From an optimization exercise on the open Yosys and OpenROAD flow, aimed at small area, a short achievable clock period and few clock cycles per item; shortcuts taken in it are not production practice.
In this exercise RTL edits were held to simulation tests only and were not proved equivalent to the original.
No activity file was given, so power comes from the tool's default toggle rates.

$ cat design/flow/design.v
module FA(input a, input b, input c, output s, output co);
    assign s = a ^ b ^ c;
    assign co = (a & b) | (c & (a ^ b));
endmodule
module Fibonacci(
    input CLK,
    input RST,
    input [31:0] INP, input IE,
    output [31:0] OUT, output OE);
    reg [31:0] v;
    reg [13:0] nu;       
    reg [17:0] pre;      
    reg [0:0] cb;        
    reg [1:0] pc;        
    reg [24:0] cnt;      
    reg [1:0] act;       
    reg oe;              
    wire idle = ~act[1];
    assign OUT = v;
    assign OE = oe;
    wire go = IE & idle;
    wire [6:0] r = INP[6:0];
    wire [24:0] nit = INP[31:7];
    reg [31:0] p_v;
    reg [13:0] p_nu;
    reg [0:0] p_cb;
    reg [17:0] p_pre;
    reg [13:0] p_v1;     
    always @* begin
        case (r)
        7'd0: begin p_v = 32'h00000000; p_nu = 14'h3fff; p_cb = 1'h0; p_pre = 18'h2d07d; p_v1 = 14'h2ac5; end
        7'd1: begin p_v = 32'h00000001; p_nu = 14'h3ffe; p_cb = 1'h0; p_pre = 18'h13fb0; p_v1 = 14'hae2; end
        7'd2: begin p_v = 32'h00000001; p_nu = 14'h3ffe; p_cb = 1'h0; p_pre = 18'h3fb2c; p_v1 = 14'h35a7; end
        7'd3: begin p_v = 32'h00000002; p_nu = 14'h3ffd; p_cb = 1'h0; p_pre = 18'h125dc; p_v1 = 14'h89; end
        7'd4: begin p_v = 32'h00000003; p_nu = 14'h3ffc; p_cb = 1'h0; p_pre = 18'h10c07; p_v1 = 14'h3630; end
        7'd5: begin p_v = 32'h00000005; p_nu = 14'h3ffa; p_cb = 1'h0; p_pre = 18'h21ce2; p_v1 = 14'h36b9; end
        7'd6: begin p_v = 32'h00000008; p_nu = 14'h3ff7; p_cb = 1'h0; p_pre = 18'h313e9; p_v1 = 14'h2ce9; end
        7'd7: begin p_v = 32'h0000000d; p_nu = 14'h3ff2; p_cb = 1'h0; p_pre = 18'h11bcb; p_v1 = 14'h23a2; end
        7'd8: begin p_v = 32'h00000015; p_nu = 14'h3fea; p_cb = 1'h0; p_pre = 18'h1ab4; p_v1 = 14'h108b; end
        7'd9: begin p_v = 32'h00000022; p_nu = 14'h3fdd; p_cb = 1'h0; p_pre = 18'h1217e; p_v1 = 14'h342d; end
        7'd10: begin p_v = 32'h00000037; p_nu = 14'h3fc8; p_cb = 1'h0; p_pre = 18'h12732; p_v1 = 14'h4b8; end
        7'd11: begin p_v = 32'h00000059; p_nu = 14'h3fa6; p_cb = 1'h0; p_pre = 18'h233af; p_v1 = 14'h38e5; end
        7'd12: begin p_v = 32'h00000090; p_nu = 14'h3f6f; p_cb = 1'h0; p_pre = 18'h345e0; p_v1 = 14'h3d9d; end
        7'd13: begin p_v = 32'h000000e9; p_nu = 14'h3f16; p_cb = 1'h0; p_pre = 18'h1648f; p_v1 = 14'h3682; end
        7'd14: begin p_v = 32'h00000179; p_nu = 14'h3e86; p_cb = 1'h0; p_pre = 18'h956f; p_v1 = 14'h341f; end
        7'd15: begin p_v = 32'h00000262; p_nu = 14'h3d9d; p_cb = 1'h0; p_pre = 18'h1e4fe; p_v1 = 14'h2aa1; end
        7'd16: begin p_v = 32'h000003db; p_nu = 14'h3c24; p_cb = 1'h0; p_pre = 18'h2656d; p_v1 = 14'h1ec0; end
        7'd17: begin p_v = 32'h0000063d; p_nu = 14'h39c2; p_cb = 1'h0; p_pre = 18'h356b; p_v1 = 14'h961; end
        7'd18: begin p_v = 32'h00000a18; p_nu = 14'h35e7; p_cb = 1'h0; p_pre = 18'h285d7; p_v1 = 14'h2821; end
        7'd19: begin p_v = 32'h00001055; p_nu = 14'h2faa; p_cb = 1'h0; p_pre = 18'h2a641; p_v1 = 14'h3182; end
        7'd20: begin p_v = 32'h00001a6d; p_nu = 14'h2592; p_cb = 1'h0; p_pre = 18'h11718; p_v1 = 14'h19a3; end
        7'd21: begin p_v = 32'h00002ac2; p_nu = 14'h153d; p_cb = 1'h0; p_pre = 18'h3a859; p_v1 = 14'hb25; end
        7'd22: begin p_v = 32'h0000452f; p_nu = 14'h3ad0; p_cb = 1'h0; p_pre = 18'h3f71; p_v1 = 14'h24c8; end
        7'd23: begin p_v = 32'h00006ff1; p_nu = 14'h100e; p_cb = 1'h0; p_pre = 18'h3d2c9; p_v1 = 14'h2fed; end
        7'd24: begin p_v = 32'h0000b520; p_nu = 14'hadf; p_cb = 1'h0; p_pre = 18'h3fd3a; p_v1 = 14'h14b5; end
        7'd25: begin p_v = 32'h00012511; p_nu = 14'h1aee; p_cb = 1'h0; p_pre = 18'h35004; p_v1 = 14'h4a2; end
        7'd26: begin p_v = 32'h0001da31; p_nu = 14'h25ce; p_cb = 1'h0; p_pre = 18'h2cd3e; p_v1 = 14'h1957; end
        7'd27: begin p_v = 32'h0002ff42; p_nu = 14'hbd; p_cb = 1'h0; p_pre = 18'h20841; p_v1 = 14'h1df9; end
        7'd28: begin p_v = 32'h0004d973; p_nu = 14'h268c; p_cb = 1'h0; p_pre = 18'h557f; p_v1 = 14'h3750; end
        7'd29: begin p_v = 32'h0007d8b5; p_nu = 14'h274a; p_cb = 1'h0; p_pre = 18'h1ddc1; p_v1 = 14'h1549; end
        7'd30: begin p_v = 32'h000cb228; p_nu = 14'hdd7; p_cb = 1'h0; p_pre = 18'h21e40; p_v1 = 14'hc99; end
        7'd31: begin p_v = 32'h00148add; p_nu = 14'h3522; p_cb = 1'h0; p_pre = 18'h37c01; p_v1 = 14'h21e2; end
        7'd32: begin p_v = 32'h00213d05; p_nu = 14'h2fa; p_cb = 1'h0; p_pre = 18'h18540; p_v1 = 14'h2e7b; end
        7'd33: begin p_v = 32'h0035c7e2; p_nu = 14'h381d; p_cb = 1'h0; p_pre = 18'h8142; p_v1 = 14'h105d; end
        7'd34: begin p_v = 32'h005704e7; p_nu = 14'h3b18; p_cb = 1'h0; p_pre = 18'h18682; p_v1 = 14'h3ed8; end
        7'd35: begin p_v = 32'h008cccc9; p_nu = 14'h3336; p_cb = 1'h0; p_pre = 18'h1f2c4; p_v1 = 14'hf35; end
        7'd36: begin p_v = 32'h00e3d1b0; p_nu = 14'h2e4f; p_cb = 1'h0; p_pre = 18'h36446; p_v1 = 14'he0d; end
        7'd37: begin p_v = 32'h01709e79; p_nu = 14'h2186; p_cb = 1'h0; p_pre = 18'h14209; p_v1 = 14'h1d42; end
        7'd38: begin p_v = 32'h02547029; p_nu = 14'hfd6; p_cb = 1'h0; p_pre = 18'h914e; p_v1 = 14'h2b4f; end
        7'd39: begin p_v = 32'h03c50ea2; p_nu = 14'h315d; p_cb = 1'h0; p_pre = 18'h15358; p_v1 = 14'h891; end
        7'd40: begin p_v = 32'h06197ecb; p_nu = 14'h134; p_cb = 1'h0; p_pre = 18'h1cfa5; p_v1 = 14'h33e0; end
        7'd41: begin p_v = 32'h09de8d6d; p_nu = 14'h3292; p_cb = 1'h0; p_pre = 18'h2a2fd; p_v1 = 14'h3c71; end
        7'd42: begin p_v = 32'h0ff80c38; p_nu = 14'h33c7; p_cb = 1'h0; p_pre = 18'h3f2a3; p_v1 = 14'h3051; end
        7'd43: begin p_v = 32'h19d699a5; p_nu = 14'h265a; p_cb = 1'h0; p_pre = 18'h280a0; p_v1 = 14'h2cc2; end
        7'd44: begin p_v = 32'h29cea5dd; p_nu = 14'h1a22; p_cb = 1'h0; p_pre = 18'h25e43; p_v1 = 14'h1d13; end
        7'd45: begin p_v = 32'h43a53f82; p_nu = 14'h7d; p_cb = 1'h0; p_pre = 18'hc9e3; p_v1 = 14'h9d5; end
        7'd46: begin p_v = 32'h6d73e55f; p_nu = 14'h1aa0; p_cb = 1'h0; p_pre = 18'h2a826; p_v1 = 14'h26e8; end
        7'd47: begin p_v = 32'hb11924e1; p_nu = 14'h1b1e; p_cb = 1'h0; p_pre = 18'h2f209; p_v1 = 14'h30bd; end
        7'd48: begin p_v = 32'h1e8d0a40; p_nu = 14'h35bf; p_cb = 1'h0; p_pre = 18'h11a30; p_v1 = 14'h17a5; end
        7'd49: begin p_v = 32'hcfa62f21; p_nu = 14'h10de; p_cb = 1'h0; p_pre = 18'h3f739; p_v1 = 14'h862; end
        7'd50: begin p_v = 32'hee333961; p_nu = 14'h69e; p_cb = 1'h0; p_pre = 18'hfc68; p_v1 = 14'h2007; end
        7'd51: begin p_v = 32'hbdd96882; p_nu = 14'h177d; p_cb = 1'h0; p_pre = 18'h73a1; p_v1 = 14'h2869; end
        7'd52: begin p_v = 32'hac0ca1e3; p_nu = 14'h1e1c; p_cb = 1'h0; p_pre = 18'hf00a; p_v1 = 14'h870; end
        7'd53: begin p_v = 32'h69e60a65; p_nu = 14'h359a; p_cb = 1'h0; p_pre = 18'he3ab; p_v1 = 14'h30d9; end
        7'd54: begin p_v = 32'h15f2ac48; p_nu = 14'h13b7; p_cb = 1'h0; p_pre = 18'h1beb4; p_v1 = 14'h3949; end
        7'd55: begin p_v = 32'h7fd8b6ad; p_nu = 14'h952; p_cb = 1'h0; p_pre = 18'h28d5f; p_v1 = 14'h2a22; end
        7'd56: begin p_v = 32'h95cb62f5; p_nu = 14'h1d0a; p_cb = 1'h0; p_pre = 18'h3cc14; p_v1 = 14'h236b; end
        7'd57: begin p_v = 32'h15a419a2; p_nu = 14'h265d; p_cb = 1'h0; p_pre = 18'h1d974; p_v1 = 14'hd8d; end
        7'd58: begin p_v = 32'hab6f7c97; p_nu = 14'h368; p_cb = 1'h0; p_pre = 18'h19087; p_v1 = 14'h30f8; end
        7'd59: begin p_v = 32'hc1139639; p_nu = 14'h29c6; p_cb = 1'h0; p_pre = 18'h2e9fb; p_v1 = 14'h3e85; end
        7'd60: begin p_v = 32'h6c8312d0; p_nu = 14'h2d2f; p_cb = 1'h0; p_pre = 18'h3fa83; p_v1 = 14'h2f7d; end
        7'd61: begin p_v = 32'h2d96a909; p_nu = 14'h16f6; p_cb = 1'h0; p_pre = 18'h2cf7e; p_v1 = 14'h2e02; end
        7'd62: begin p_v = 32'h9a19bbd9; p_nu = 14'h426; p_cb = 1'h0; p_pre = 18'h2b501; p_v1 = 14'h1d7f; end
        7'd63: begin p_v = 32'hc7b064e2; p_nu = 14'h1b1d; p_cb = 1'h0; p_pre = 18'h10480; p_v1 = 14'hb81; end
        7'd64: begin p_v = 32'h61ca20bb; p_nu = 14'h1f44; p_cb = 1'h0; p_pre = 18'h33981; p_v1 = 14'h2900; end
        7'd65: begin p_v = 32'h297a859d; p_nu = 14'h3a62; p_cb = 1'h0; p_pre = 18'h3be01; p_v1 = 14'h3481; end
        7'd66: begin p_v = 32'h8b44a658; p_nu = 14'h19a7; p_cb = 1'h0; p_pre = 18'h2e282; p_v1 = 14'h1d81; end
        7'd67: begin p_v = 32'hb4bf2bf5; p_nu = 14'h140a; p_cb = 1'h0; p_pre = 18'h28b83; p_v1 = 14'h1202; end
        7'd68: begin p_v = 32'h4003d24d; p_nu = 14'h2db2; p_cb = 1'h0; p_pre = 18'hee05; p_v1 = 14'h2f83; end
        7'd69: begin p_v = 32'hf4c2fe42; p_nu = 14'h1bd; p_cb = 1'h0; p_pre = 18'h36488; p_v1 = 14'h185; end
        7'd70: begin p_v = 32'h34c6d08f; p_nu = 14'h2f70; p_cb = 1'h0; p_pre = 18'h3d28d; p_v1 = 14'h3108; end
        7'd71: begin p_v = 32'h2989ced1; p_nu = 14'h312e; p_cb = 1'h0; p_pre = 18'h2b715; p_v1 = 14'h328d; end
        7'd72: begin p_v = 32'h5e509f60; p_nu = 14'h209f; p_cb = 1'h0; p_pre = 18'h274a2; p_v1 = 14'h2395; end
        7'd73: begin p_v = 32'h87da6e31; p_nu = 14'h11ce; p_cb = 1'h0; p_pre = 18'h116b7; p_v1 = 14'h1622; end
        7'd74: begin p_v = 32'he62b0d91; p_nu = 14'h326e; p_cb = 1'h0; p_pre = 18'h30b59; p_v1 = 14'h39b7; end
        7'd75: begin p_v = 32'h6e057bc2; p_nu = 14'h43d; p_cb = 1'h0; p_pre = 18'hd10; p_v1 = 14'hfd9; end
        7'd76: begin p_v = 32'h54308953; p_nu = 14'h36ac; p_cb = 1'h0; p_pre = 18'h2986a; p_v1 = 14'h990; end
        7'd77: begin p_v = 32'hc2360515; p_nu = 14'h3aea; p_cb = 1'h0; p_pre = 18'h2257a; p_v1 = 14'h1969; end
        7'd78: begin p_v = 32'h16668e68; p_nu = 14'h3197; p_cb = 1'h0; p_pre = 18'ha8e3; p_v1 = 14'h22f9; end
        7'd79: begin p_v = 32'hd89c937d; p_nu = 14'h2c82; p_cb = 1'h0; p_pre = 18'h2b95c; p_v1 = 14'h3c62; end
        7'd80: begin p_v = 32'hef0321e5; p_nu = 14'h1e1a; p_cb = 1'h0; p_pre = 18'h34d3f; p_v1 = 14'h1f5b; end
        7'd81: begin p_v = 32'hc79fb562; p_nu = 14'ha9d; p_cb = 1'h0; p_pre = 18'h1f19b; p_v1 = 14'h1bbd; end
        7'd82: begin p_v = 32'hb6a2d747; p_nu = 14'h28b8; p_cb = 1'h0; p_pre = 18'hbeda; p_v1 = 14'h3b18; end
        7'd83: begin p_v = 32'h7e428ca9; p_nu = 14'h3356; p_cb = 1'h0; p_pre = 18'h23076; p_v1 = 14'h16d5; end
        7'd84: begin p_v = 32'h34e563f0; p_nu = 14'h1c0f; p_cb = 1'h0; p_pre = 18'h2da50; p_v1 = 14'h11ed; end
        7'd85: begin p_v = 32'hb327f099; p_nu = 14'hf66; p_cb = 1'h0; p_pre = 18'hf5c5; p_v1 = 14'h28c2; end
        7'd86: begin p_v = 32'he80d5489; p_nu = 14'h2b76; p_cb = 1'h0; p_pre = 18'h35015; p_v1 = 14'h3aaf; end
        7'd87: begin p_v = 32'h9b354522; p_nu = 14'h3add; p_cb = 1'h0; p_pre = 18'h3c5db; p_v1 = 14'h2371; end
        7'd88: begin p_v = 32'h834299ab; p_nu = 14'h2654; p_cb = 1'h0; p_pre = 18'h300f0; p_v1 = 14'h1e20; end
        7'd89: begin p_v = 32'h1e77decd; p_nu = 14'h2132; p_cb = 1'h0; p_pre = 18'h2b1cb; p_v1 = 14'h191; end
        7'd90: begin p_v = 32'ha1ba7878; p_nu = 14'h787; p_cb = 1'h0; p_pre = 18'h19dba; p_v1 = 14'h1fb1; end
        7'd91: begin p_v = 32'hc0325745; p_nu = 14'h28ba; p_cb = 1'h0; p_pre = 18'h3cf85; p_v1 = 14'h2142; end
        7'd92: begin p_v = 32'h61eccfbd; p_nu = 14'h3042; p_cb = 1'h0; p_pre = 18'hed40; p_v1 = 14'hf3; end
        7'd93: begin p_v = 32'h221f2702; p_nu = 14'h18fd; p_cb = 1'h0; p_pre = 18'ha7c4; p_v1 = 14'h2235; end
        7'd94: begin p_v = 32'h840bf6bf; p_nu = 14'h940; p_cb = 1'h0; p_pre = 18'h18003; p_v1 = 14'h2328; end
        7'd95: begin p_v = 32'ha62b1dc1; p_nu = 14'h223e; p_cb = 1'h0; p_pre = 18'h1a7c8; p_v1 = 14'h55d; end
        7'd96: begin p_v = 32'h2a371480; p_nu = 14'h2b7f; p_cb = 1'h0; p_pre = 18'h2a7cb; p_v1 = 14'h2885; end
        7'd97: begin p_v = 32'hd0623241; p_nu = 14'hdbe; p_cb = 1'h0; p_pre = 18'h3a92; p_v1 = 14'h2de2; end
        7'd98: begin p_v = 32'hfa9946c1; p_nu = 14'h393e; p_cb = 1'h0; p_pre = 18'h2625e; p_v1 = 14'h1667; end
        7'd99: begin p_v = 32'hcafb7902; p_nu = 14'h6fd; p_cb = 1'h0; p_pre = 18'h287f0; p_v1 = 14'h449; end
        7'd100: begin p_v = 32'hc594bfc3; p_nu = 14'h3c; p_cb = 1'h0; p_pre = 18'hd54d; p_v1 = 14'h1ab0; end
        7'd101: begin p_v = 32'h909038c5; p_nu = 14'h73a; p_cb = 1'h0; p_pre = 18'h2dd3d; p_v1 = 14'h1ef9; end
        7'd102: begin p_v = 32'h5624f888; p_nu = 14'h777; p_cb = 1'h0; p_pre = 18'h3328a; p_v1 = 14'h39a9; end
        7'd103: begin p_v = 32'he6b5314d; p_nu = 14'heb2; p_cb = 1'h0; p_pre = 18'h18fc8; p_v1 = 14'h18a2; end
        7'd104: begin p_v = 32'h3cda29d5; p_nu = 14'h162a; p_cb = 1'h0; p_pre = 18'h4253; p_v1 = 14'h124b; end
        7'd105: begin p_v = 32'h238f5b22; p_nu = 14'h24dd; p_cb = 1'h0; p_pre = 18'h1521b; p_v1 = 14'h2aed; end
        7'd106: begin p_v = 32'h606984f7; p_nu = 14'h3b08; p_cb = 1'h0; p_pre = 18'h1146e; p_v1 = 14'h3d38; end
        7'd107: begin p_v = 32'h83f8e019; p_nu = 14'h1fe6; p_cb = 1'h0; p_pre = 18'h25189; p_v1 = 14'h2825; end
        7'd108: begin p_v = 32'he4626510; p_nu = 14'h1aef; p_cb = 1'h0; p_pre = 18'h350f7; p_v1 = 14'h255d; end
        7'd109: begin p_v = 32'h685b4529; p_nu = 14'h3ad6; p_cb = 1'h0; p_pre = 18'h12281; p_v1 = 14'hd82; end
        7'd110: begin p_v = 32'h4cbdaa39; p_nu = 14'h15c6; p_cb = 1'h0; p_pre = 18'h5e77; p_v1 = 14'h32df; end
        7'd111: begin p_v = 32'hb518ef62; p_nu = 14'h109d; p_cb = 1'h0; p_pre = 18'h16bf8; p_v1 = 14'h61; end
        7'd112: begin p_v = 32'h01d6999b; p_nu = 14'h2664; p_cb = 1'h0; p_pre = 18'h14a6f; p_v1 = 14'h3340; end
        7'd113: begin p_v = 32'hb6ef88fd; p_nu = 14'h3702; p_cb = 1'h0; p_pre = 18'h23667; p_v1 = 14'h33a1; end
        7'd114: begin p_v = 32'hb8c62298; p_nu = 14'h1d67; p_cb = 1'h0; p_pre = 18'h36bd6; p_v1 = 14'h26e1; end
        7'd115: begin p_v = 32'h6fb5ab95; p_nu = 14'h146a; p_cb = 1'h0; p_pre = 18'h18d3d; p_v1 = 14'h1a82; end
        7'd116: begin p_v = 32'h287bce2d; p_nu = 14'h31d2; p_cb = 1'h0; p_pre = 18'h7914; p_v1 = 14'h163; end
        7'd117: begin p_v = 32'h983179c2; p_nu = 14'h63d; p_cb = 1'h0; p_pre = 18'h1f150; p_v1 = 14'h1be5; end
        7'd118: begin p_v = 32'hc0ad47ef; p_nu = 14'h3810; p_cb = 1'h0; p_pre = 18'h1ea64; p_v1 = 14'h1d48; end
        7'd119: begin p_v = 32'h58dec1b1; p_nu = 14'h3e4e; p_cb = 1'h0; p_pre = 18'h35bb4; p_v1 = 14'h392d; end
        7'd120: begin p_v = 32'h198c09a0; p_nu = 14'h365f; p_cb = 1'h0; p_pre = 18'h13118; p_v1 = 14'h1675; end
        7'd121: begin p_v = 32'h726acb51; p_nu = 14'h34ae; p_cb = 1'h0; p_pre = 18'h77cc; p_v1 = 14'hfa2; end
        7'd122: begin p_v = 32'h8bf6d4f1; p_nu = 14'h2b0e; p_cb = 1'h0; p_pre = 18'h193e3; p_v1 = 14'h2617; end
        7'd123: begin p_v = 32'hfe61a042; p_nu = 14'h1fbd; p_cb = 1'h0; p_pre = 18'h1f6ae; p_v1 = 14'h35b9; end
        7'd124: begin p_v = 32'h8a587533; p_nu = 14'hacc; p_cb = 1'h0; p_pre = 18'h37591; p_v1 = 14'h1bd0; end
        7'd125: begin p_v = 32'h88ba1575; p_nu = 14'h2a8a; p_cb = 1'h0; p_pre = 18'hec40; p_v1 = 14'h1189; end
        7'd126: begin p_v = 32'h13128aa8; p_nu = 14'h3557; p_cb = 1'h0; p_pre = 18'h3e1d1; p_v1 = 14'h2d59; end
        7'd127: begin p_v = 32'h9bcca01d; p_nu = 14'h1fe2; p_cb = 1'h0; p_pre = 18'hb910; p_v1 = 14'h3ee2; end
        endcase
    end
    wire more = |nit;    
    wire sl1 = ~(nu[10]);
    wire cl1 = nu[10];
    wire sl2 = nu[11] ^ ~v[11];
    wire cl2 = nu[11] & ~v[11];
    wire sl3 = ~(nu[12] ^ ~v[12]);
    wire cl3 = nu[12] | ~v[12];
    wire sl4 = ~v[4] ^ ~v[2];
    wire cl4 = ~v[4] & ~v[2];
    wire sl5, cl5;
    FA fl5(.a(~nu[13]), .b(v[13]), .c(v[5]), .s(sl5), .co(cl5));
    wire sl6 = ~v[3] ^ ~v[1];
    wire cl6 = ~v[3] & ~v[1];
    wire sl7 = ~(nu[8]);
    wire cl7 = nu[8];
    wire sl8 = nu[9] ^ ~v[9];
    wire cl8 = nu[9] & ~v[9];
    wire sl9, cl9;
    FA fl9(.a(v[10]), .b(v[2]), .c(v[0]), .s(sl9), .co(cl9));
    wire sl10, cl10;
    FA fl10(.a(v[3]), .b(v[1]), .c(~cl1), .s(sl10), .co(cl10));
    wire sl11, cl11;
    FA fl11(.a(~v[0]), .b(cl2), .c(sl3), .s(sl11), .co(cl11));
    wire sl12, cl12;
    FA fl12(.a(cl3), .b(cl4), .c(sl6), .s(sl12), .co(cl12));
    wire sl13 = ~(nu[1]);
    wire cl13 = nu[1];
    wire sl14 = nu[2] ^ ~v[2];
    wire cl14 = nu[2] & ~v[2];
    wire sl15 = nu[3] ^ ~v[3];
    wire cl15 = nu[3] & ~v[3];
    wire sl16 = nu[4] ^ ~v[4];
    wire cl16 = nu[4] & ~v[4];
    wire sl17 = nu[5] ^ ~v[5];
    wire cl17 = nu[5] & ~v[5];
    wire sl18 = nu[6] ^ ~v[6];
    wire cl18 = nu[6] & ~v[6];
    wire sl19 = nu[7] ^ ~v[7];
    wire cl19 = nu[7] & ~v[7];
    wire sl20, cl20;
    FA fl20(.a(v[8]), .b(v[0]), .c(~sl7), .s(sl20), .co(cl20));
    wire sl21, cl21;
    FA fl21(.a(~v[1]), .b(cl7), .c(sl8), .s(sl21), .co(cl21));
    wire sl22, cl22;
    FA fl22(.a(cl8), .b(sl1), .c(~sl9), .s(sl22), .co(cl22));
    wire sl23, cl23;
    FA fl23(.a(~sl2), .b(cl9), .c(sl10), .s(sl23), .co(cl23));
    wire sl24, cl24;
    FA fl24(.a(sl4), .b(~cl10), .c(sl11), .s(sl24), .co(cl24));
    wire sl25, cl25;
    FA fl25(.a(~sl5), .b(cl11), .c(sl12), .s(sl25), .co(cl25));
    wire [13:0] ra_l = {cl24, ~cl23, cl22, cl21, ~cl20, cl19, cl18, cl17, cl16, cl15, cl14, cl13, sl13, nu[0]};
    wire [13:0] rb_l = {sl25, sl24, ~sl23, sl22, sl21, ~sl20, sl19, sl18, sl17, sl16, sl15, sl14, ~v[1], ~v[0]};
    wire [14:0] sum_l = ra_l + rb_l;
    wire sh1, ch1;
    FA fh1(.a(pre[12]), .b(pc[1]), .c(~v[26]), .s(sh1), .co(ch1));
    wire sh2, ch2;
    FA fh2(.a(~pre[13]), .b(v[27]), .c(v[19]), .s(sh2), .co(ch2));
    wire sh3, ch3;
    FA fh3(.a(~pre[14]), .b(v[28]), .c(v[20]), .s(sh3), .co(ch3));
    wire sh4, ch4;
    FA fh4(.a(v[14]), .b(pre[15]), .c(~v[29]), .s(sh4), .co(ch4));
    wire sh5 = ~v[21] ^ ~v[19];
    wire ch5 = ~v[21] & ~v[19];
    wire sh6, ch6;
    FA fh6(.a(v[15]), .b(pre[16]), .c(~v[30]), .s(sh6), .co(ch6));
    wire sh7, ch7;
    FA fh7(.a(v[22]), .b(v[20]), .c(v[18]), .s(sh7), .co(ch7));
    wire sh8, ch8;
    FA fh8(.a(v[16]), .b(pre[17]), .c(~v[31]), .s(sh8), .co(ch8));
    wire sh9, ch9;
    FA fh9(.a(v[23]), .b(v[21]), .c(v[19]), .s(sh9), .co(ch9));
    wire sh10 = pre[10] ^ ~v[24];
    wire ch10 = pre[10] & ~v[24];
    wire sh11, ch11;
    FA fh11(.a(~pre[11]), .b(v[25]), .c(v[17]), .s(sh11), .co(ch11));
    wire sh12, ch12;
    FA fh12(.a(v[18]), .b(v[16]), .c(v[14]), .s(sh12), .co(ch12));
    wire sh13, ch13;
    FA fh13(.a(v[17]), .b(v[15]), .c(~ch1), .s(sh13), .co(ch13));
    wire sh14, ch14;
    FA fh14(.a(v[18]), .b(v[16]), .c(ch2), .s(sh14), .co(ch14));
    wire sh15, ch15;
    FA fh15(.a(v[17]), .b(~sh5), .c(ch3), .s(sh15), .co(ch15));
    wire sh16, ch16;
    FA fh16(.a(ch5), .b(ch4), .c(sh6), .s(sh16), .co(ch16));
    wire sh17, ch17;
    FA fh17(.a(ch6), .b(~ch7), .c(sh8), .s(sh17), .co(ch17));
    wire sh18 = pre[0] ^ cb[0];
    wire ch18 = pre[0] & cb[0];
    wire sh19 = pre[1] ^ ~v[15];
    wire ch19 = pre[1] & ~v[15];
    wire sh20 = pre[2] ^ ~v[16];
    wire ch20 = pre[2] & ~v[16];
    wire sh21 = pre[3] ^ ~v[17];
    wire ch21 = pre[3] & ~v[17];
    wire sh22 = pre[4] ^ ~v[18];
    wire ch22 = pre[4] & ~v[18];
    wire sh23 = pre[5] ^ ~v[19];
    wire ch23 = pre[5] & ~v[19];
    wire sh24, ch24;
    FA fh24(.a(pre[6]), .b(pc[0]), .c(~v[20]), .s(sh24), .co(ch24));
    wire sh25 = pre[7] ^ ~v[21];
    wire ch25 = pre[7] & ~v[21];
    wire sh26, ch26;
    FA fh26(.a(~pre[8]), .b(v[22]), .c(v[14]), .s(sh26), .co(ch26));
    wire sh27, ch27;
    FA fh27(.a(~pre[9]), .b(v[23]), .c(v[15]), .s(sh27), .co(ch27));
    wire sh28, ch28;
    FA fh28(.a(v[16]), .b(v[14]), .c(~sh10), .s(sh28), .co(ch28));
    wire sh29, ch29;
    FA fh29(.a(v[15]), .b(~ch10), .c(sh11), .s(sh29), .co(ch29));
    wire sh30, ch30;
    FA fh30(.a(ch11), .b(~sh1), .c(sh12), .s(sh30), .co(ch30));
    wire sh31, ch31;
    FA fh31(.a(ch12), .b(sh2), .c(sh13), .s(sh31), .co(ch31));
    wire sh32, ch32;
    FA fh32(.a(sh3), .b(ch13), .c(sh14), .s(sh32), .co(ch32));
    wire sh33, ch33;
    FA fh33(.a(~sh4), .b(ch14), .c(sh15), .s(sh33), .co(ch33));
    wire sh34, ch34;
    FA fh34(.a(sh7), .b(ch15), .c(~sh16), .s(sh34), .co(ch34));
    wire sh35, ch35;
    FA fh35(.a(~sh9), .b(ch16), .c(sh17), .s(sh35), .co(ch35));
    wire [17:0] ra_h = {~ch34, ~ch33, ~ch32, ~ch31, ~ch30, ~ch29, ~ch28, ~ch27, ~ch26, ch25, ch24, ch23, ch22, ch21, ch20, ch19, ch18, sh18};
    wire [17:0] rb_h = {sh35, ~sh34, ~sh33, ~sh32, ~sh31, ~sh30, ~sh29, ~sh28, ~sh27, ~sh26, sh25, sh24, sh23, sh22, sh21, sh20, sh19, ~v[14]};
    wire [17:0] sum_h = ra_h + rb_h;
    wire sp1, cp1;
    FA fp1(.a(v[6]), .b(v[4]), .c(v[2]), .s(sp1), .co(cp1));
    wire sp2 = ~(v[4]);
    wire cp2 = v[4];
    wire sp3 = v[5] ^ ~v[12];
    wire cp3 = v[5] & ~v[12];
    wire sp4 = v[6] ^ ~v[13];
    wire cp4 = v[6] & ~v[13];
    wire sp5 = ~(v[10]);
    wire cp5 = v[10];
    wire sp6 = ~(v[6]);
    wire cp6 = v[6];
    wire sp7 = v[7] ^ v[3];
    wire cp7 = v[7] & v[3];
    wire sp8 = v[8] ^ v[4];
    wire cp8 = v[8] & v[4];
    wire sp9, cp9;
    FA fp9(.a(v[14]), .b(~cl6), .c(cl5), .s(sp9), .co(cp9));
    wire sp10, cp10;
    FA fp10(.a(~v[0]), .b(v[7]), .c(v[5]), .s(sp10), .co(cp10));
    wire sp11 = ~v[3] ^ ~v[15];
    wire cp11 = ~v[3] & ~v[15];
    wire sp12, cp12;
    FA fp12(.a(~v[1]), .b(v[8]), .c(v[6]), .s(sp12), .co(cp12));
    wire sp13 = ~v[4] ^ ~v[16];
    wire cp13 = ~v[4] & ~v[16];
    wire sp14, cp14;
    FA fp14(.a(~v[2]), .b(v[9]), .c(v[7]), .s(sp14), .co(cp14));
    wire sp15 = ~v[5] ^ ~v[17];
    wire cp15 = ~v[5] & ~v[17];
    wire sp16, cp16;
    FA fp16(.a(~v[3]), .b(v[10]), .c(v[8]), .s(sp16), .co(cp16));
    wire sp17 = ~v[6] ^ ~v[18];
    wire cp17 = ~v[6] & ~v[18];
    wire sp18, cp18;
    FA fp18(.a(v[11]), .b(v[9]), .c(v[7]), .s(sp18), .co(cp18));
    wire sp19, cp19;
    FA fp19(.a(v[0]), .b(v[19]), .c(~sp2), .s(sp19), .co(cp19));
    wire sp20, cp20;
    FA fp20(.a(v[10]), .b(v[8]), .c(v[1]), .s(sp20), .co(cp20));
    wire sp21, cp21;
    FA fp21(.a(~v[20]), .b(cp2), .c(sp3), .s(sp21), .co(cp21));
    wire sp22, cp22;
    FA fp22(.a(v[11]), .b(v[9]), .c(v[2]), .s(sp22), .co(cp22));
    wire sp23, cp23;
    FA fp23(.a(~v[21]), .b(cp3), .c(sp4), .s(sp23), .co(cp23));
    wire sp24, cp24;
    FA fp24(.a(~v[7]), .b(v[12]), .c(v[10]), .s(sp24), .co(cp24));
    wire sp25, cp25;
    FA fp25(.a(v[3]), .b(v[22]), .c(~cp4), .s(sp25), .co(cp25));
    wire sp26, cp26;
    FA fp26(.a(v[8]), .b(v[0]), .c(~v[13]), .s(sp26), .co(cp26));
    wire sp27, cp27;
    FA fp27(.a(v[11]), .b(v[4]), .c(v[23]), .s(sp27), .co(cp27));
    wire sp28, cp28;
    FA fp28(.a(v[9]), .b(v[1]), .c(~v[12]), .s(sp28), .co(cp28));
    wire sp29 = ~v[5] ^ ~v[24];
    wire cp29 = ~v[5] & ~v[24];
    wire sp30, cp30;
    FA fp30(.a(~v[2]), .b(v[13]), .c(v[6]), .s(sp30), .co(cp30));
    wire sp31, cp31;
    FA fp31(.a(v[0]), .b(v[25]), .c(~sp5), .s(sp31), .co(cp31));
    wire sp32, cp32;
    FA fp32(.a(v[11]), .b(v[3]), .c(~v[7]), .s(sp32), .co(cp32));
    wire sp33, cp33;
    FA fp33(.a(v[1]), .b(v[26]), .c(~cp5), .s(sp33), .co(cp33));
    wire sp34, cp34;
    FA fp34(.a(v[12]), .b(v[4]), .c(v[0]), .s(sp34), .co(cp34));
    wire sp35, cp35;
    FA fp35(.a(v[8]), .b(v[2]), .c(v[27]), .s(sp35), .co(cp35));
    wire sp36, cp36;
    FA fp36(.a(v[13]), .b(v[5]), .c(v[1]), .s(sp36), .co(cp36));
    wire sp37, cp37;
    FA fp37(.a(v[9]), .b(v[3]), .c(v[28]), .s(sp37), .co(cp37));
    wire sp38, cp38;
    FA fp38(.a(~v[2]), .b(v[10]), .c(v[4]), .s(sp38), .co(cp38));
    wire sp39, cp39;
    FA fp39(.a(v[0]), .b(v[29]), .c(~sp6), .s(sp39), .co(cp39));
    wire sp40, cp40;
    FA fp40(.a(v[11]), .b(v[5]), .c(v[1]), .s(sp40), .co(cp40));
    wire sp41, cp41;
    FA fp41(.a(~v[30]), .b(cp6), .c(sp7), .s(sp41), .co(cp41));
    wire sp42, cp42;
    FA fp42(.a(v[12]), .b(v[6]), .c(v[2]), .s(sp42), .co(cp42));
    wire sp43, cp43;
    FA fp43(.a(~v[31]), .b(cp7), .c(sp8), .s(sp43), .co(cp43));
    wire sp44 = ~sp1 ^ cl12;
    wire cp44 = ~sp1 & cl12;
    wire sp45, cp45;
    FA fp45(.a(~sp11), .b(cp1), .c(sp10), .s(sp45), .co(cp45));
    wire sp46, cp46;
    FA fp46(.a(cp11), .b(sp13), .c(~cp10), .s(sp46), .co(cp46));
    wire sp47, cp47;
    FA fp47(.a(cp13), .b(sp15), .c(~cp12), .s(sp47), .co(cp47));
    wire sp48, cp48;
    FA fp48(.a(cp15), .b(sp17), .c(~cp14), .s(sp48), .co(cp48));
    wire sp49, cp49;
    FA fp49(.a(~cp17), .b(cp16), .c(sp18), .s(sp49), .co(cp49));
    wire sp50, cp50;
    FA fp50(.a(cp18), .b(sp20), .c(cp19), .s(sp50), .co(cp50));
    wire sp51, cp51;
    FA fp51(.a(cp20), .b(sp22), .c(~cp21), .s(sp51), .co(cp51));
    wire sp52, cp52;
    FA fp52(.a(cp22), .b(sp24), .c(~cp23), .s(sp52), .co(cp52));
    wire sp53, cp53;
    FA fp53(.a(cp24), .b(~sp26), .c(sp27), .s(sp53), .co(cp53));
    wire sp54, cp54;
    FA fp54(.a(sp29), .b(cp26), .c(~cp27), .s(sp54), .co(cp54));
    wire sp55, cp55;
    FA fp55(.a(cp29), .b(cp28), .c(~sp30), .s(sp55), .co(cp55));
    wire sp56, cp56;
    FA fp56(.a(cp30), .b(~sp32), .c(cp31), .s(sp56), .co(cp56));
    wire sp57, cp57;
    FA fp57(.a(cp32), .b(sp34), .c(~sp35), .s(sp57), .co(cp57));
    wire sp58, cp58;
    FA fp58(.a(cp34), .b(~cp35), .c(sp36), .s(sp58), .co(cp58));
    wire sp59, cp59;
    FA fp59(.a(~cp36), .b(cp37), .c(sp38), .s(sp59), .co(cp59));
    wire sp60, cp60;
    FA fp60(.a(cp38), .b(sp40), .c(cp39), .s(sp60), .co(cp60));
    wire sp61, cp61;
    FA fp61(.a(cp40), .b(sp42), .c(~cp41), .s(sp61), .co(cp61));
    wire sp62 = sp44 ^ ~sp9;
    wire cp62 = sp44 & ~sp9;
    wire sp63, cp63;
    FA fp63(.a(cp9), .b(~cp44), .c(sp45), .s(sp63), .co(cp63));
    wire sp64, cp64;
    FA fp64(.a(sp12), .b(~sp46), .c(cp45), .s(sp64), .co(cp64));
    wire sp65, cp65;
    FA fp65(.a(~sp14), .b(cp46), .c(sp47), .s(sp65), .co(cp65));
    wire sp66, cp66;
    FA fp66(.a(~sp16), .b(cp47), .c(sp48), .s(sp66), .co(cp66));
    wire sp67, cp67;
    FA fp67(.a(sp19), .b(~cp48), .c(sp49), .s(sp67), .co(cp67));
    wire sp68, cp68;
    FA fp68(.a(~sp21), .b(cp49), .c(sp50), .s(sp68), .co(cp68));
    wire sp69, cp69;
    FA fp69(.a(~sp23), .b(cp50), .c(sp51), .s(sp69), .co(cp69));
    wire sp70, cp70;
    FA fp70(.a(sp25), .b(cp51), .c(sp52), .s(sp70), .co(cp70));
    wire sp71, cp71;
    FA fp71(.a(cp25), .b(sp53), .c(cp52), .s(sp71), .co(cp71));
    wire sp72, cp72;
    FA fp72(.a(sp28), .b(sp54), .c(~cp53), .s(sp72), .co(cp72));
    wire sp73, cp73;
    FA fp73(.a(~sp31), .b(cp54), .c(sp55), .s(sp73), .co(cp73));
    wire sp74, cp74;
    FA fp74(.a(sp33), .b(~cp55), .c(sp56), .s(sp74), .co(cp74));
    wire sp75, cp75;
    FA fp75(.a(cp33), .b(~sp57), .c(cp56), .s(sp75), .co(cp75));
    wire sp76, cp76;
    FA fp76(.a(~sp37), .b(cp57), .c(sp58), .s(sp76), .co(cp76));
    wire sp77, cp77;
    FA fp77(.a(sp39), .b(~cp58), .c(sp59), .s(sp77), .co(cp77));
    wire sp78, cp78;
    FA fp78(.a(~sp41), .b(cp59), .c(sp60), .s(sp78), .co(cp78));
    wire sp79, cp79;
    FA fp79(.a(~sp43), .b(cp60), .c(sp61), .s(sp79), .co(cp79));
    wire [17:0] ra_p = {~cp78, ~cp77, cp76, ~cp75, ~cp74, cp73, cp72, ~cp71, ~cp70, ~cp69, ~cp68, ~cp67, cp66, cp65, ~cp64, ~cp63, cp62, sp62};
    wire [17:0] rb_p = {~sp79, ~sp78, ~sp77, sp76, ~sp75, ~sp74, sp73, sp72, ~sp71, ~sp70, ~sp69, ~sp68, ~sp67, sp66, sp65, ~sp64, ~sp63, cl25};
    wire [6:0] sp_0 = ra_p[5:0] + rb_p[5:0];
    wire [6:0] sp_1 = ra_p[11:6] + rb_p[11:6];
    wire [6:0] sp_2 = ra_p[17:12] + rb_p[17:12];
    wire [17:0] sum_p = {sp_2[5:0], sp_1[5:0], sp_0[5:0]};
    wire [1:0] pc_n = {sp_1[6], sp_0[6]};
    always @(posedge CLK) begin
        if (go) v[13:0] <= more ? p_v1 : p_v[13:0];
        else if (act[0]) v[13:0] <= sum_l[13:0];
        if (go) v[31:14] <= p_v[31:14];
        else if (act[1]) v[31:14] <= sum_h;
        nu <= idle ? p_nu : ~v[13:0];
        cb <= idle ? p_cb : {sum_l[14]};
        pre <= idle ? p_pre : sum_p;
        pc <= idle ? 2'd0 : pc_n;
        cnt <= idle ? nit : cnt - 1'b1;
        if (RST) begin
            act <= 0;
            oe <= 1'b1;
        end else if (go) begin
            act <= {more, |nit[24:1]};
            oe <= ~more;
        end else begin
            act <= {act[0], act[0] & (cnt != 25'd2)};
            oe <= ~act[0];
        end
    end
endmodule
$ cat design/flow/flow/run.sh
#!/bin/bash
# The standard layout (the standard.sh: ORFS synthesis to finish), with
# the port buffers made of sky130_fd_sc_hd__buf_2 cells instead of the cell buffer_ports picks
# by default (a slow delay buffer). Make's output goes to flow.log here.
set -euo pipefail
bash standard.sh "BUFFER_PORTS_ARGS=-buffer_cell sky130_fd_sc_hd__buf_2" finish > flow.log 2>&1
$ cat design/flow/standard.sh
#!/bin/bash
# synth_recipe.tcl (not shown) runs the flow's synth.tcl, then flattens the netlist and writes it again
# the make line also repeats each setting of config.mk as NAME=value (left out here)
make -C /OpenROAD-flow-scripts/flow DESIGN_CONFIG=/design/flow/config.mk WORK_HOME=/design/flow/orfs CLKGATE_MAP_FILE= SYNTH_SCRIPT=/design/flow/synth_recipe.tcl "${@:-finish}"
$ cat design/flow/config.mk
export PLATFORM = sky130hd
export DESIGN_NAME = Fibonacci
export DESIGN_NICKNAME = Fibonacci
export VERILOG_FILES = /design/flow/design.v
export SDC_FILE = /design/flow/constraint.sdc
export NUM_CORES = 4
export LEC_CHECK = 0
export ABC_CLOCK_PERIOD_IN_PS = 3000
export CAP_MARGIN = 20
export CORE_MARGIN = 2
export CORE_UTILIZATION = 40
export CTS_BUF_LIST = sky130_fd_sc_hd__clkbuf_8 sky130_fd_sc_hd__clkbuf_4
export SETUP_SLACK_MARGIN = 0.2
export SLEW_MARGIN = 20
export SYNTH_HIERARCHICAL = 1
$ cat design/flow/constraint.sdc
create_clock -name core_clock -period 4.0 [get_ports {CLK}]
set_input_delay 0.8000 -clock core_clock [delete_from_list [all_inputs] [get_ports {CLK}]]
set_output_delay 0.8000 -clock core_clock [all_outputs]
set_load 0.01 [all_outputs]
==> results.toml, run 1 <==
[run_status]
outcome = "stopped before the end"
stop_stage = "1_2_yosys"
tool.error = "ERROR: TCL interpreter returned an error: Source files actually used in the design:"

[yosys]
yosys_warnings = 1
Testbench counts, summed over its fixed seeds: cycles 935, items 384.
==> inputs of run 2 (changes only) <==
--- a/design/flow/config.mk
+++ b/design/flow/config.mk
@@ -9,7 +9,8 @@
 export CAP_MARGIN = 20
 export CORE_MARGIN = 2
-export CORE_UTILIZATION = 40
-export CTS_BUF_LIST = sky130_fd_sc_hd__clkbuf_8 sky130_fd_sc_hd__clkbuf_4
+export CORE_UTILIZATION = 30
+export CTS_BUF_LIST = sky130_fd_sc_hd__clkbuf_16 sky130_fd_sc_hd__clkbuf_8 sky130_fd_sc_hd__clkbuf_4
 export SETUP_SLACK_MARGIN = 0.2
 export SLEW_MARGIN = 20
 export SYNTH_HIERARCHICAL = 1
+export SYNTH_MEMORY_MAX_BITS = 65536
==> results.toml, run 2 <==
[finish]
syn2layout_area_growth_pct = 29.4
multiInputGateArea_um2 = 14300
mostFrequentLayoutCells = "buf_4 (516), a21oi_1 (182), nor2_1 (174), nand2_1 (163), o21ai_0 (159)"
final_cell_count_no_fill = 3641
largest_reg_flops = 32
n_fill_cell = 6309
final_common_cell = "buf_4"
drive_above_1_share_pct = 25.4
largest_register = "v"
fin_nets = 3081
register_area_um2 = 2230
top_regs = "v (32), cnt (25), pre (18)"
final_area_um2 = 23700

[pwr]
pwr-share-comb_pct = 88.9
p_seq_share_pct = 7.7
powerDensity_nw_per_um2 = 1130
intPower_w = 0.0121
p_clk_share_pct = 3.4
switching_share_pct = 54.4
p_switching_w = 0.0145
leakage_nw = 10.2
ir_drop_mv = 1.54

[timing]
timing.final.crit_period_ns = 3.68
setup_violations = 0
worst_pin_slew_ns = 1.08
fmax_mhz = 271
rsz0062_at_grt = "false"
maxSlewViolCount = 0
tns_ns = 0
fin_skew_ns = 0.0141
min_period_over_period_pct = 92.1
finalHoldWorstSlack_ns = 0.502
hold_viol_final = 0
layout_setup_ws_ns = 0.315
relSlewSlack_pct = 25.9

[yosys]
syn_nets = 2684
syn-cell-area_um2 = 18300
synthCells = 2441
synth_common_cells = "a21oi_1 (184), nor2_1 (175), nand2_1 (163)"
yosys_warnings = 7
yosysMostFrequentCell = "a21oi_1"
synthDistinctLibCells = 106
yosysTopAreaCellShare_pct = 11.7
synth_area_leaders = "fa_1 (12%), ha_1 (6.9%), dfxtp_1 (6.9%)"
ys_ff_latch = 95
async_reset_ff_share_pct = 0
ys_seq_area_share_pct = 12.2
synth_edf_count = 32
yosys.area.top_type = "fa_1"
synth_ff_type = "dfxtp_1"
syn_avg_cell_area_um2 = 7.49

[floorplanning]
coreArea_um2 = 60200
rows = 90
die_h_um = 251
pin_count = 68
initial_core_util_pct = 30.3
die_x_um = 251
dieArea_um2 = 62900

[hold_path]
hp-class = "flop to flop"

[flow_run]
drv_cap = 0

[global_routing]
grt_pass1_wl_um = 198000
grt_max_degree = 65
antenna_found_initial = 15
grt_pass1_vias = 23700
overflow = 0
grtUsageTotal_pct = 45.7

[detailed_routing]
routed_wl_um = 147000
drt_iter0_drc = 4230
antenna_left = 0
avgViaCountPerCell = 6.83
vias = 24900
remaining_drc_errors = 0
wl_per_cell_um = 40.5
dr.pass1.iters = 9

[critical_path]
start_kind = "primary input"
worstPathArrival_ns = 3.93
crit_type = "primary input to flop"
cp-end-kind = "flop"
cp_max_fo = 18
reg2reg_slack_ns = 0.35
required_ns = 4.24

[placement]
io_buffers = 67
dp_slack_ns = 0.0839
dpl.hpwl_um = 115000
place_inst = 3591
place_area_um2 = 23100
gp_congestion = 1.15

[clock_network]
cts.htree.levels = 3
clock-sinks = 95
path_clk_slew_ns = 0.08
clk_latency_ns = 0.37
ctsRootBufferMaster = "clkbuf_16"
cts_buffer_depth = 2
cts_hold_buf = 0
numCtsBuffers = 9
cts_tree = "done"

[run_status]
outcome = "finished clean"
run 2: kinds of logic after synthesis:
logic type	synth area share, %
AND/OR/NAND/NOR	20.0
flip-flops	12.2
AO/OA/AOI/OAI	34.4
buffers and inverters	9.95
adder cells (fa/ha/maj)	18.6
multiplexers	2.07
XOR/XNOR	2.81
run 2: Yosys stat by module (local to each module, per instance):
module,flip-flops and latches,cells,copies in the design
FA,0,1,102
Fibonacci,95,2339,1
run 2: area by class of cell:
cell class / count / area share, %
antenna: 16 / 0.169
clock buffer: 11 / 1.09
clock inverter: 5 / 0.185
inverter: 162 / 2.57
multi-input combinational: 1939 / 60.4
sequential: 95 / 9.41
tap: 782 / 4.14
timing repair buffer: 631 / 22.1
run 2: layer usage:
metal	wire length (um)	GRT usage [%]	vias up	share of wire (%)
met4	14300	36.1	14	9.7
li1	-	-	9880	-
met3	20500	19.0	738	14
met1	54500	55.1	12000	37
met2	58100	63.6	2264	39
met5	158	0.927	-	0.11
run 2: worst paths after layout:
kind	from	endpoint	cells after the start
hold / removal	cnt[0]$_DFF_P_	cnt[0]$_DFF_P_	1
setup / recovery	INP[0]	v[28]$_DFFE_PP_	13
setup reg to reg	v[2]$_DFFE_PP_	v[12]$_DFFE_PP_	12
hold reg to reg	cnt[0]$_DFF_P_	cnt[0]$_DFF_P_	1
run 2: power by group through the flow:
| stage | clock (W) | combinational, W | sequential, W |
|---|---|---|---|
| floorplan | 0 | 0.0155 | 0.00214 |
| global placement | 0 | 0.0223 | 0.00215 |
| detailed placement | 0 | 0.0224 | 0.00216 |
| CTS | 0.000932 | 0.0227 | 0.00213 |
| global route | 0.000961 | 0.0260 | 0.00209 |
| finish | 0.000914 | 0.0237 | 0.00206 |
run 2: repair_timing:
item                       in CTS  in global routing
buffers inserted                1                 17
resized for setup               0                  9
gates cloned                    0                  0
setup endpoints to repair       1                  9
run 2: per-stage QoR:
step	util [%]	total power (W)
final	39.3	0.0267
after global routing	39.2	0.0290
after CTS	38.9	0.0258
after detailed placement	38.4	0.0246
after global placement	38.4	0.0245
after floorplan	-	0.0176
run 2: worst max-delay path, cell delays in order:
cell and delay [ns]:
buf_2 0.09, inv_1 0.13, ha_1 0.36, buf_12 0.18, buf_4 0.25, mux2i_4 0.18, buf_4 0.21, nor2_1 0.22
nor3_1 0.16, a2111oi_0 0.94, buf_4 0.26, a21oi_1 0.04, nand3_1 0.10

-- separate check: timing with driven ports --
No port has a modelled driver above. Below, the same layout with a new extraction and two added sets of constraints.
Step 1 assumes that a clkbuf_16 drives the clock port and a buf_2 every other input.
Step 2 moves the port delays by t, midway between the first and last clock arrival at a register: inputs arrive t later, outputs are due t later. That takes back most of the time a late clock gives input paths.
Slacks: no drivers / after step 1 / after step 2; pairs: no drivers / after step 1.
run: run 2
t, ns: 0.420
setup WS [ns]: 0.315 / 0.347 / -0.073
hold WS [ns]: 0.502 / 0.502 / 0.502
clock arrival spread, ns: 0.014 / 0.014
worst data-port slew with drivers (ns): 0.05
With both steps, setup timing fails in run 2, where it was met with ideal ports. The setup slack of run 2 moves by +0.032 ns with the drivers and by -0.388 ns with both steps.
